Source: an optimization exercise on an open RTL-to-GDS flow (aim: small area, a short achievable clock period and few clock cycles per item). Production flows keep margins and buffers that such runs may drop. Where RTL was checked, it was by simulation tests only, not by an equivalence proof against the original. Power is estimated from default activity; no workload was simulated.

== wip/yarrow ==
==> flow/design.v <==
module top(
    input clk,
    input rst_n,
    input start,
    input Clr,
    output [191:0] C,
    output done,
    output [31:0] mem_address,
    output mem_read,
    input [63:0] mem_readdata,
    input mem_readdatavalid,
    input mem_waitrequest
);
    logic       run;        
    logic       rd_q;       
    logic [3:0] addr;       
    logic       have_b;     
    logic       done_q;
    logic       l_full;     
    logic       r_busy;     
    logic [1:0] r_cnt;      
    logic [2:0] rotcnt;     
    logic       a_v, a_first, a_last;   
    logic       b_last;     
    wire accept = rd_q & ~mem_waitrequest;
    wire row_v  = mem_readdatavalid & have_b;
    wire b_v    = mem_readdatavalid & ~have_b;
    wire r_end  = r_busy & (r_cnt == 2'd3);
    wire r_take_l  = r_end & l_full;
    wire r_take_rd = row_v & (~r_busy | (r_end & ~l_full));
    wire l_load    = row_v & ~r_take_rd;
    wire rot    = b_last;
    logic [3:0] addr_n;
    logic       l_full_n;
    always_comb begin
        addr_n = accept ? addr + 4'd1 : addr;
        l_full_n = l_load | (l_full & ~r_take_l);
    end
    always_ff @(posedge clk, negedge rst_n) begin
        if (!rst_n) begin
            run <= 1'b0;
            rd_q <= 1'b0;
            addr <= 4'd0;
            have_b <= 1'b0;
            done_q <= 1'b1;
            l_full <= 1'b0;
            r_busy <= 1'b0;
            r_cnt <= 2'd0;
            rotcnt <= 3'd0;
            a_v <= 1'b0;
            a_first <= 1'b0;
            a_last <= 1'b0;
            b_last <= 1'b0;
        end else begin
            if (start) begin
                run <= 1'b1;
                rd_q <= 1'b1;
                addr <= 4'd0;
                have_b <= 1'b0;
                done_q <= 1'b0;
                rotcnt <= 3'd0;
            end else begin
                addr <= addr_n;
                rd_q <= run & (addr_n != 4'd9) & ~l_full_n;
                if (b_v) have_b <= 1'b1;
                if (rot) begin
                    rotcnt <= rotcnt + 3'd1;
                    if (rotcnt == 3'd7) begin
                        done_q <= 1'b1;
                        run <= 1'b0;
                    end
                end
            end
            l_full <= l_full_n;
            if (r_take_rd | r_take_l) begin
                r_busy <= 1'b1;
                r_cnt <= 2'd0;
            end else if (r_busy) begin
                r_cnt <= r_cnt + 2'd1;
                if (r_cnt == 2'd3) r_busy <= 1'b0;
            end
            a_v <= r_busy;
            a_first <= r_busy & (r_cnt == 2'd0);
            a_last <= r_end;
            b_last <= a_v & a_last;
        end
    end
    assign mem_read = rd_q;
    assign mem_address = {28'd0, addr};
    assign done = done_q;
    logic [63:0] L, R, bv;
    logic [9:0]  t3a, t3b;      
    always_ff @(posedge clk) begin
        if (l_load) L <= mem_readdata;
        if (r_take_rd) R <= mem_readdata;
        else if (r_take_l) R <= L;
        else R <= {16'd0, R[63:16]};
        if (b_v) bv <= mem_readdata;
        else if (r_busy) bv <= {bv[15:0], bv[63:16]};
    end
    wire [15:0] b_next = r_busy ? bv[31:16] : bv[15:0];
    always_ff @(posedge clk) begin
        t3a <= {2'b00, b_next[7:0]} + {1'b0, b_next[7:0], 1'b0};
        t3b <= {2'b00, b_next[15:8]} + {1'b0, b_next[15:8], 1'b0};
    end
    function automatic [9:0] pick(input [1:0] d, input [7:0] bb, input [9:0] bb3);
        case (d)
            2'd0: pick = 10'd0;
            2'd1: pick = {2'b00, bb};
            2'd2: pick = {1'b0, bb, 1'b0};
            default: pick = bb3;
        endcase
    endfunction
    wire [16:0] r0 = {7'd0, pick(R[1:0],   bv[7:0],  t3a)};
    wire [16:0] r1 = {5'd0, pick(R[3:2],   bv[7:0],  t3a), 2'd0};
    wire [16:0] r2 = {3'd0, pick(R[5:4],   bv[7:0],  t3a), 4'd0};
    wire [16:0] r3 = {1'd0, pick(R[7:6],   bv[7:0],  t3a), 6'd0};
    wire [16:0] r4 = {7'd0, pick(R[9:8],   bv[15:8], t3b)};
    wire [16:0] r5 = {5'd0, pick(R[11:10], bv[15:8], t3b), 2'd0};
    wire [16:0] r6 = {3'd0, pick(R[13:12], bv[15:8], t3b), 4'd0};
    wire [16:0] r7 = {1'd0, pick(R[15:14], bv[15:8], t3b), 6'd0};
    function automatic [37:0] csa(input [18:0] x, input [18:0] y, input [18:0] z);
        csa = {x ^ y ^ z, (x[17:0] & y[17:0]) | (x[17:0] & z[17:0]) | (y[17:0] & z[17:0]), 1'b0};
    endfunction
    logic [18:0] q0, q1, q2, q3;
    wire  [18:0] s1, c1, s2, c2;
    assign {s1, c1} = csa({2'd0, r0}, {2'd0, r1}, {2'd0, r2});
    assign {s2, c2} = csa({2'd0, r4}, {2'd0, r5}, {2'd0, r6});
    always_ff @(posedge clk) begin
        {q0, q1} <= csa(s1, c1, {2'd0, r3});
        {q2, q3} <= csa(s2, c2, {2'd0, r7});
    end
    logic [18:0] rs_s, rs_c;
    wire  [18:0] u_s = a_first ? 19'd0 : rs_s;
    wire  [18:0] u_c = a_first ? 19'd0 : rs_c;
    wire  [18:0] s3, c3, s4, c4, s5, c5;
    assign {s3, c3} = csa(q0, q1, q2);
    assign {s4, c4} = csa(q3, u_s, u_c);
    assign {s5, c5} = csa(s3, c3, s4);
    always_ff @(posedge clk) {rs_s, rs_c} <= csa(s5, c5, c4);
    logic [7:0][23:0] acc;
    wire clr = Clr | ~rst_n;
    wire [23:0] hd = acc[0];
    wire [23:0] xs = hd ^ {5'd0, rs_s} ^ {5'd0, rs_c};
    wire [23:0] yc = {(hd[22:0] & {4'd0, rs_s}) | (hd[22:0] & {4'd0, rs_c}) | ({4'd0, rs_s} & {4'd0, rs_c}), 1'b0};
    wire [23:0] sum = xs + yc;
    always_ff @(posedge clk) begin
        if (clr) begin
            for (int i = 0; i < 8; i++) acc[i] <= 24'd0;
        end else if (rot) begin
            for (int i = 0; i < 7; i++) acc[i] <= acc[i+1];
            acc[7] <= sum;
        end
    end
    assign C = acc;
endmodule
clock: 6.0 ns
lec_check: 0
cap_margin: 20
core_margin: 2
core_utilization: 40
setup_slack_margin: 3.5
slew_margin: 20
standard.sh (not shown) runs the stock make flow with config.mk's settings and CLKGATE_MAP_FILE= SYNTH_SCRIPT=/design/flow/synth_recipe.tcl, a recipe that flattens the netlist after the stock synthesis.
==> flow/flow/run.sh <==
#!/bin/bash
# The standard layout (the standard.sh), with sky130_fd_sc_hd__buf_1 as
# the buffer that buffer_ports puts on every input and output port.
set -o pipefail
export BUFFER_PORTS_ARGS="-buffer_cell sky130_fd_sc_hd__buf_1"
bash standard.sh 2>&1 | tee standard.log
wip/yarrow finished end to end and its layout was clean on timing, DRC and antenna.
Edits applied to the flow inputs when going from wip/yarrow to wip/amber:
--- a/flow/design.v
+++ b/flow/design.v
@@ -62,5 +62,6 @@
             end else begin
                 addr <= addr_n;
-                rd_q <= run & (addr_n != 4'd9) & ~l_full_n;
+                rd_q <= run & (addr_n != 4'd9)
+                      & (~l_full_n | (r_busy & (r_cnt == 2'd2) & ~r_take_rd));
                 if (b_v) have_b <= 1'b1;
                 if (rot) begin
@@ -120,29 +121,27 @@
     wire [16:0] r6 = {3'd0, pick(R[13:12], bv[15:8], t3b), 4'd0};
     wire [16:0] r7 = {1'd0, pick(R[15:14], bv[15:8], t3b), 6'd0};
-    function automatic [37:0] csa(input [18:0] x, input [18:0] y, input [18:0] z);
-        csa = {x ^ y ^ z, (x[17:0] & y[17:0]) | (x[17:0] & z[17:0]) | (y[17:0] & z[17:0]), 1'b0};
+    function automatic [47:0] csa(input [23:0] x, input [23:0] y, input [23:0] z);
+        csa = {x ^ y ^ z, (x[22:0] & y[22:0]) | (x[22:0] & z[22:0]) | (y[22:0] & z[22:0]), 1'b0};
     endfunction
-    logic [18:0] q0, q1, q2, q3;
-    wire  [18:0] s1, c1, s2, c2;
-    assign {s1, c1} = csa({2'd0, r0}, {2'd0, r1}, {2'd0, r2});
-    assign {s2, c2} = csa({2'd0, r4}, {2'd0, r5}, {2'd0, r6});
+    logic [23:0] q0, q1, q2, q3;
+    wire  [23:0] s1, c1, s2, c2;
+    assign {s1, c1} = csa({7'd0, r0}, {7'd0, r1}, {7'd0, r2});
+    assign {s2, c2} = csa({7'd0, r4}, {7'd0, r5}, {7'd0, r6});
     always_ff @(posedge clk) begin
-        {q0, q1} <= csa(s1, c1, {2'd0, r3});
-        {q2, q3} <= csa(s2, c2, {2'd0, r7});
+        {q0, q1} <= csa(s1, c1, {7'd0, r3});
+        {q2, q3} <= csa(s2, c2, {7'd0, r7});
     end
-    logic [18:0] rs_s, rs_c;
-    wire  [18:0] u_s = a_first ? 19'd0 : rs_s;
-    wire  [18:0] u_c = a_first ? 19'd0 : rs_c;
-    wire  [18:0] s3, c3, s4, c4, s5, c5;
+    logic [7:0][23:0] acc;
+    logic [23:0] rs_s, rs_c;
+    wire  [23:0] init = rot ? acc[1] : acc[0];
+    wire  [23:0] u_s = a_first ? init : rs_s;
+    wire  [23:0] u_c = a_first ? 24'd0 : rs_c;
+    wire  [23:0] s3, c3, s4, c4, s5, c5;
     assign {s3, c3} = csa(q0, q1, q2);
     assign {s4, c4} = csa(q3, u_s, u_c);
     assign {s5, c5} = csa(s3, c3, s4);
     always_ff @(posedge clk) {rs_s, rs_c} <= csa(s5, c5, c4);
-    logic [7:0][23:0] acc;
     wire clr = Clr | ~rst_n;
-    wire [23:0] hd = acc[0];
-    wire [23:0] xs = hd ^ {5'd0, rs_s} ^ {5'd0, rs_c};
-    wire [23:0] yc = {(hd[22:0] & {4'd0, rs_s}) | (hd[22:0] & {4'd0, rs_c}) | ({4'd0, rs_s} & {4'd0, rs_c}), 1'b0};
-    wire [23:0] sum = xs + yc;
+    wire [23:0] sum = rs_s + rs_c;
     always_ff @(posedge clk) begin
         if (clr) begin
Findings:
- wip/yarrow -> wip/amber: area of the multi-input gates decreased slightly
- Taking wip/yarrow as the reference, in wip/amber fraction of power spent switching nets now larger; post-cts sizing count higher; final area shows an increase of 0.95%.
- Per the comparison of wip/amber with wip/yarrow, final-layout fill cell count climbed 79; non-clock buffer count decreased 3.7%.
- Going from wip/yarrow to wip/amber, largest incremental delay on the critical path climbed 30 ps; overall power of the completed layout +2.8%; post-layout minimum cycle time down 66 ps.
Testbench counts of wip/amber, summed over its fixed seeds: cycles 11,161, items 192.
The RTL of wip/yarrow was laid out without a check of its function.

[what the ideal ports hide]
Ports are ideal in the flow. The routed layouts listed here were re-timed in OpenROAD.
Step 1 sets driving cells, clkbuf_16 on the clock port and buf_2 on the other inputs (assumed; they add their load-dependent delay and slew).
Step 2 also shifts input and output timing later by t, the mid clock arrival at the registers, as if the neighbouring blocks saw the same clock.
a / b / c = no drivers / after step 1 / after step 2; a / b = the first two.
run | t, ns | slack for setup (ns) | worst register clock-pin slew, ns | cell pins on the clock port's net
wip/yarrow | 0.657 | 3.294 / 3.294 / 2.967 | 0.06 / 0.06 | 1
wip/amber | 0.651 | 3.360 / 3.360 / 2.929 | 0.07 / 0.07 | 1
After both steps every run listed still meets setup and hold. For wip/amber, which loses most, drivers alone change the setup slack by 0.000 ns; drivers and shift together by -0.431 ns.
